This is an optimization exercise on Yosys and OpenROAD, whose aim is small area and a short achievable clock period, not a production implementation.
Only simulation tests tie the RTL to the original design; equivalence was not proved.
Power and IR drop assume default switching activity.

## switch_router_dsb
module switch_router_dsb (
    clk, rst, lx, ly,
    P_datain, P_dataout, P_reqin, P_ackout, P_ackin, P_reqout,
    S_datain, S_dataout, S_reqin, S_ackout, S_ackin, S_reqout,
    W_datain, W_dataout, W_reqin, W_ackout, W_ackin, W_reqout,
    N_datain, N_dataout, N_reqin, N_ackout, N_ackin, N_reqout,
    E_datain, E_dataout, E_reqin, E_ackout, E_ackin, E_reqout
);
Size: roughly 17000 cells after synthesis, about 6300 flip-flops, ~750 I/O pins, roughly 250000 sq um of cells after synthesis.
==> flow/config.mk <==
export PLATFORM = sky130hd
export DESIGN_NAME = switch_router_dsb
export DESIGN_NICKNAME = switch_router_dsb
export VERILOG_FILES = /design/flow/design.v
export SDC_FILE = /design/flow/constraint.sdc
export NUM_CORES = 8
export LEC_CHECK = 0
export CAP_MARGIN = 20
export CORE_MARGIN = 2
export CORE_UTILIZATION = 40
export PLACE_DENSITY = 0.7
export SLEW_MARGIN = 20
==> flow/constraint.sdc <==
create_clock -name core_clock -period 10.0 [get_ports {clk}]
set_input_delay 2.0000 -clock core_clock [delete_from_list [all_inputs] [get_ports {clk}]]
set_output_delay 2.0000 -clock core_clock [all_outputs]
set_load 0.01 [all_outputs]
standard.sh (not shown) runs the stock make flow with config.mk's settings and CLKGATE_MAP_FILE= SYNTH_SCRIPT=/design/flow/synth_recipe.tcl, a recipe that flattens the netlist after the stock synthesis.
==> flow/flow/run.sh <==
#!/bin/bash
# Layout flow: the standard synthesis, then the standard ORFS flow with a few
# extra make settings that only change how the layout is optimised:
#  - gate sizing is not limited to cells of the same footprint,
#  - ports are buffered with buf_2 instead of the delay cell buffer_ports picks,
#  - clock tree: clusters of up to 30 sinks within 60 um, clkbuf_16 only, and no
#    dummy loads (the tree is not padded with extra load cells for balancing),
#  - before detailed routing, flow/pre_drt.tcl repairs max slew/capacitance again
#    (the timing repair after global routing can leave some behind).
#  - up to 10 antenna repair rounds after detailed routing (ORFS default 5).
# Each step's output goes to a log file of its own in this folder.
set -euo pipefail
SETUP_MARGIN=${SETUP_MARGIN:-5.6}
CTS="-sink_clustering_enable -repair_clock_nets -sink_clustering_size 30 -sink_clustering_max_diameter 60 -buf_list sky130_fd_sc_hd__clkbuf_16 -dont_use_dummy_load"
HOOK="$PWD/flow/pre_drt.tcl"
test -s "$HOOK"
bash standard.sh synth > synth.log 2>&1
sed 's|"\${@:-finish}"|SETUP_SLACK_MARGIN='"$SETUP_MARGIN"' MATCH_CELL_FOOTPRINT=0 "BUFFER_PORTS_ARGS=-buffer_cell sky130_fd_sc_hd__buf_2" "CTS_ARGS='"$CTS"'" PRE_DETAIL_ROUTE_TCL='"$HOOK"' MAX_REPAIR_ANTENNAS_ITER_DRT=10 "${@:-finish}"|' standard.sh > layout.sh
grep -q 'dont_use_dummy_load' layout.sh
grep -q 'PRE_DETAIL_ROUTE_TCL' layout.sh
bash layout.sh finish > layout.log 2>&1
test -s out/final.def
==> flow/flow/pre_drt.tcl <==
# Before detailed routing: repair max slew / max capacitance violations that
# the timing repair after global routing may have left (it upsizes loads),
# then legalize and update the global routes of the changed nets.
puts "pre-route repair_design"
if { [env_var_exists_and_non_empty DONT_USE_CELLS] } {
  set_dont_use $::env(DONT_USE_CELLS)
}
set_propagated_clock [all_clocks]
estimate_parasitics -global_routing
report_check_types -max_slew -max_capacitance -violators
repair_design -slew_margin 30 -cap_margin 30 -verbose
global_route -start_incremental
detailed_placement
global_route -end_incremental
estimate_parasitics -global_routing
report_check_types -max_slew -max_capacitance -violators
report_worst_slack -max
Rerun with:
==> flow/flow/run.sh (replaced) <==
#!/bin/bash
# Layout flow: the standard synthesis, then the standard ORFS flow with a few
# extra make settings that only change how the layout is optimised:
#  - gate sizing is not limited to cells of the same footprint,
#  - ports are buffered with buf_1 instead of the delay cell buffer_ports picks,
#  - clock tree: clusters of up to 30 sinks within 60 um, clkbuf_16 only, and no
#    dummy loads (the tree is not padded with extra load cells for balancing),
#  - before detailed routing, flow/pre_drt.tcl repairs max slew/capacitance again
#    (the timing repair after global routing can leave some behind).
# Each step's output goes to a log file of its own in this folder.
set -euo pipefail
SETUP_MARGIN=${SETUP_MARGIN:-5.6}
CTS="-sink_clustering_enable -repair_clock_nets -sink_clustering_size 30 -sink_clustering_max_diameter 60 -buf_list sky130_fd_sc_hd__clkbuf_16 -dont_use_dummy_load"
HOOK="$PWD/flow/pre_drt.tcl"
test -s "$HOOK"
bash standard.sh synth > synth.log 2>&1
sed 's|"\${@:-finish}"|SETUP_SLACK_MARGIN='"$SETUP_MARGIN"' MATCH_CELL_FOOTPRINT=0 "BUFFER_PORTS_ARGS=-buffer_cell sky130_fd_sc_hd__buf_1" "CTS_ARGS='"$CTS"'" PRE_DETAIL_ROUTE_TCL='"$HOOK"' "${@:-finish}"|' standard.sh > layout.sh
grep -q 'dont_use_dummy_load' layout.sh
grep -q 'PRE_DETAIL_ROUTE_TCL' layout.sh
bash layout.sh finish > layout.log 2>&1
test -s out/final.def
PLACE_DENSITY = default   (was 0.7)
What happened: The new run finished but failed the layout checks on antenna rules. Clock-buffer cell count increases by 36. Sequential cell count does not change. Synthesized cell count does not change. Sequential share of layout area increases by 0.19 points.
Rerun with:
==> flow/flow/run.sh (replaced) <==
#!/bin/bash
# Layout flow: the standard synthesis, then the standard ORFS flow with a few
# extra make settings that only change how the layout is optimised:
#  - gate sizing is not limited to cells of the same footprint,
#  - ports are buffered with buf_2 instead of the delay cell buffer_ports picks,
#  - clock tree: clusters of up to 30 sinks within 60 um, clkbuf_16 only, and no
#    dummy loads (the tree is not padded with extra load cells for balancing),
#  - before detailed routing, flow/pre_drt.tcl repairs max slew/capacitance again
#    (the timing repair after global routing can leave some behind).
# Each step's output goes to a log file of its own in this folder.
set -euo pipefail
SETUP_MARGIN=${SETUP_MARGIN:-5.7}
CTS="-sink_clustering_enable -repair_clock_nets -sink_clustering_size 30 -sink_clustering_max_diameter 60 -buf_list sky130_fd_sc_hd__clkbuf_16 -dont_use_dummy_load"
HOOK="$PWD/flow/pre_drt.tcl"
test -s "$HOOK"
bash standard.sh synth > synth.log 2>&1
sed 's|"\${@:-finish}"|SETUP_SLACK_MARGIN='"$SETUP_MARGIN"' MATCH_CELL_FOOTPRINT=0 "BUFFER_PORTS_ARGS=-buffer_cell sky130_fd_sc_hd__buf_2" "CTS_ARGS='"$CTS"'" PRE_DETAIL_ROUTE_TCL='"$HOOK"' "${@:-finish}"|' standard.sh > layout.sh
grep -q 'dont_use_dummy_load' layout.sh
grep -q 'PRE_DETAIL_ROUTE_TCL' layout.sh
bash layout.sh finish > layout.log 2>&1
test -s out/final.def
After rerunning:
- This time the run completed with no timing, DRC or antenna violations
- die area does not change
- setup slack improves by 160 ps
- routed wire length goes up by 3.7%
- critical path depth goes up by 4
- cell area goes up by 1.3%
- via count goes up by 1.8%
- area after synthesis does not change
Rerun with:
==> flow/flow/run.sh (replaced) <==
#!/bin/bash
# Layout flow: the standard synthesis, then the standard ORFS flow with a few
# extra make settings that only change how the layout is optimised:
#  - gate sizing is not limited to cells of the same footprint,
#  - ports are buffered with buf_2 instead of the delay cell buffer_ports picks,
#  - clock tree: clusters of up to 30 sinks within 60 um, clkbuf_16 only, and no
#    dummy loads (the tree is not padded with extra load cells for balancing).
# Each step's output goes to a log file of its own in this folder.
set -euo pipefail
SETUP_MARGIN=${SETUP_MARGIN:-5.6}
CTS="-sink_clustering_enable -repair_clock_nets -sink_clustering_size 30 -sink_clustering_max_diameter 60 -buf_list sky130_fd_sc_hd__clkbuf_16 -dont_use_dummy_load"
bash standard.sh synth > synth.log 2>&1
sed 's|"\${@:-finish}"|SETUP_SLACK_MARGIN='"$SETUP_MARGIN"' MATCH_CELL_FOOTPRINT=0 "BUFFER_PORTS_ARGS=-buffer_cell sky130_fd_sc_hd__buf_2" "CTS_ARGS='"$CTS"'" "${@:-finish}"|' standard.sh > layout.sh
grep -q 'dont_use_dummy_load' layout.sh
bash layout.sh finish > layout.log 2>&1
test -s out/final.def
removed: flow/flow/pre_drt.tcl
After rerunning: Maximum frequency rises by about 0.9%; global-route usage falls by 0.46 points; worst setup slack is better by 38 ps; final cell count falls by about 0.34%; synthesized area does not change; utilization falls by 0.27 points; power falls by 2.2%; routed wire length falls by about 1.1%; sequential power stays flat; sequential share of layout area rises by 0.38 points.
Rerun with:
==> flow/flow/run.sh (replaced) <==
#!/bin/bash
# Layout flow: the standard synthesis, then the standard ORFS flow with a few
# extra make settings that only change how the layout is optimised:
#  - gate sizing is not limited to cells of the same footprint,
#  - ports are buffered with PORT_BUF instead of the delay cell buffer_ports picks,
#  - clock tree: clusters of up to 30 sinks within 60 um, clkbuf_16 only, and no
#    dummy loads (the tree is not padded with extra load cells for balancing),
#  - after global routing, flow/post_grt.tcl runs one more timing repair pass
#    (aiming for POST_GRT_MARGIN) and repairs max slew/capacitance again.
#  - up to 10 antenna repair rounds after detailed routing (ORFS default 5).
# Each step's output goes to a log file of its own in this folder.
set -euo pipefail
SETUP_MARGIN=5.6
POST_GRT_MARGIN=5.75
PORT_BUF=sky130_fd_sc_hd__buf_2
CTS="-sink_clustering_enable -repair_clock_nets -sink_clustering_size 30 -sink_clustering_max_diameter 60 -buf_list sky130_fd_sc_hd__clkbuf_16 -dont_use_dummy_load"
HOOK="$PWD/flow/post_grt.tcl"
test -s "$HOOK"
bash standard.sh synth > synth.log 2>&1
sed 's|"\${@:-finish}"|SETUP_SLACK_MARGIN='"$SETUP_MARGIN"' MATCH_CELL_FOOTPRINT=0 "BUFFER_PORTS_ARGS=-buffer_cell '"$PORT_BUF"'" "CTS_ARGS='"$CTS"'" POST_GLOBAL_ROUTE_TCL='"$HOOK"' POST_GRT_SETUP_MARGIN='"$POST_GRT_MARGIN"' MAX_REPAIR_ANTENNAS_ITER_DRT=10 "${@:-finish}"|' standard.sh > layout.sh
grep -q 'dont_use_dummy_load' layout.sh
grep -q 'POST_GLOBAL_ROUTE_TCL' layout.sh
bash layout.sh finish > layout.log 2>&1
test -s out/final.def
==> flow/flow/post_grt.tcl (new file) <==
# After global routing (and its own repairs): one more timing repair pass with
# the global-route parasitics, then repair max slew / max capacitance
# violations that timing repair may leave (it upsizes loads). After each,
# legalize and update the global routes of the changed nets, as
# global_route.tcl does.
if { [env_var_exists_and_non_empty DONT_USE_CELLS] } {
  set_dont_use $::env(DONT_USE_CELLS)
}
set_propagated_clock [all_clocks]
estimate_parasitics -global_routing
puts "post-grt: worst slack before [worst_slack -max]"
repair_timing -setup -setup_margin $::env(POST_GRT_SETUP_MARGIN) -repair_tns 100 -verbose
global_route -start_incremental
detailed_placement
global_route -end_incremental
estimate_parasitics -global_routing
repair_design -slew_margin 30 -cap_margin 30 -verbose
global_route -start_incremental
detailed_placement
global_route -end_incremental
estimate_parasitics -global_routing
report_check_types -max_slew -max_capacitance -violators
puts "post-grt: worst slack after [worst_slack -max]"
After rerunning: Design area rose slightly; non-clock buffer count grows by 110; hold slack is about the same.

-- re-timing with driven ports --
In the flow no input, the clock included, has a driving cell. The finished layouts below were timed again as built, in two steps. Step 1: set_driving_cell puts a clkbuf_16 on clk and a buf_2 on each other input, an assumption about the parent block. Step 2 also shifts input and output timing later by t, the mid clock arrival at the registers, as if the neighbouring blocks saw the same clock. Three values: ideal ports, drivers, drivers and shift; two values: the first two.
run | t (ns) | slack for setup (ns) | worst hold slack (ns) | cell pins on the clock port's net
the first run | 1.169 | 5.404 / 5.404 / 4.264 | 0.488 / 0.488 / 0.488 | 1
the second run | 1.187 | 5.315 / 5.315 / 4.145 | 0.467 / 0.467 / 0.467 | 1
the third run | 1.179 | 5.476 / 5.488 / 4.309 | 0.480 / 0.480 / 0.480 | 1
the fourth run | 1.182 | 5.514 / 5.514 / 4.367 | 0.481 / 0.481 / 0.481 | 1
the fifth run | 1.175 | 5.560 / 5.560 / 4.451 | 0.483 / 0.483 / 0.483 | 1
For the second run, which loses most, drivers alone change the setup slack by 0.000 ns; drivers and shift together by -1.170 ns.
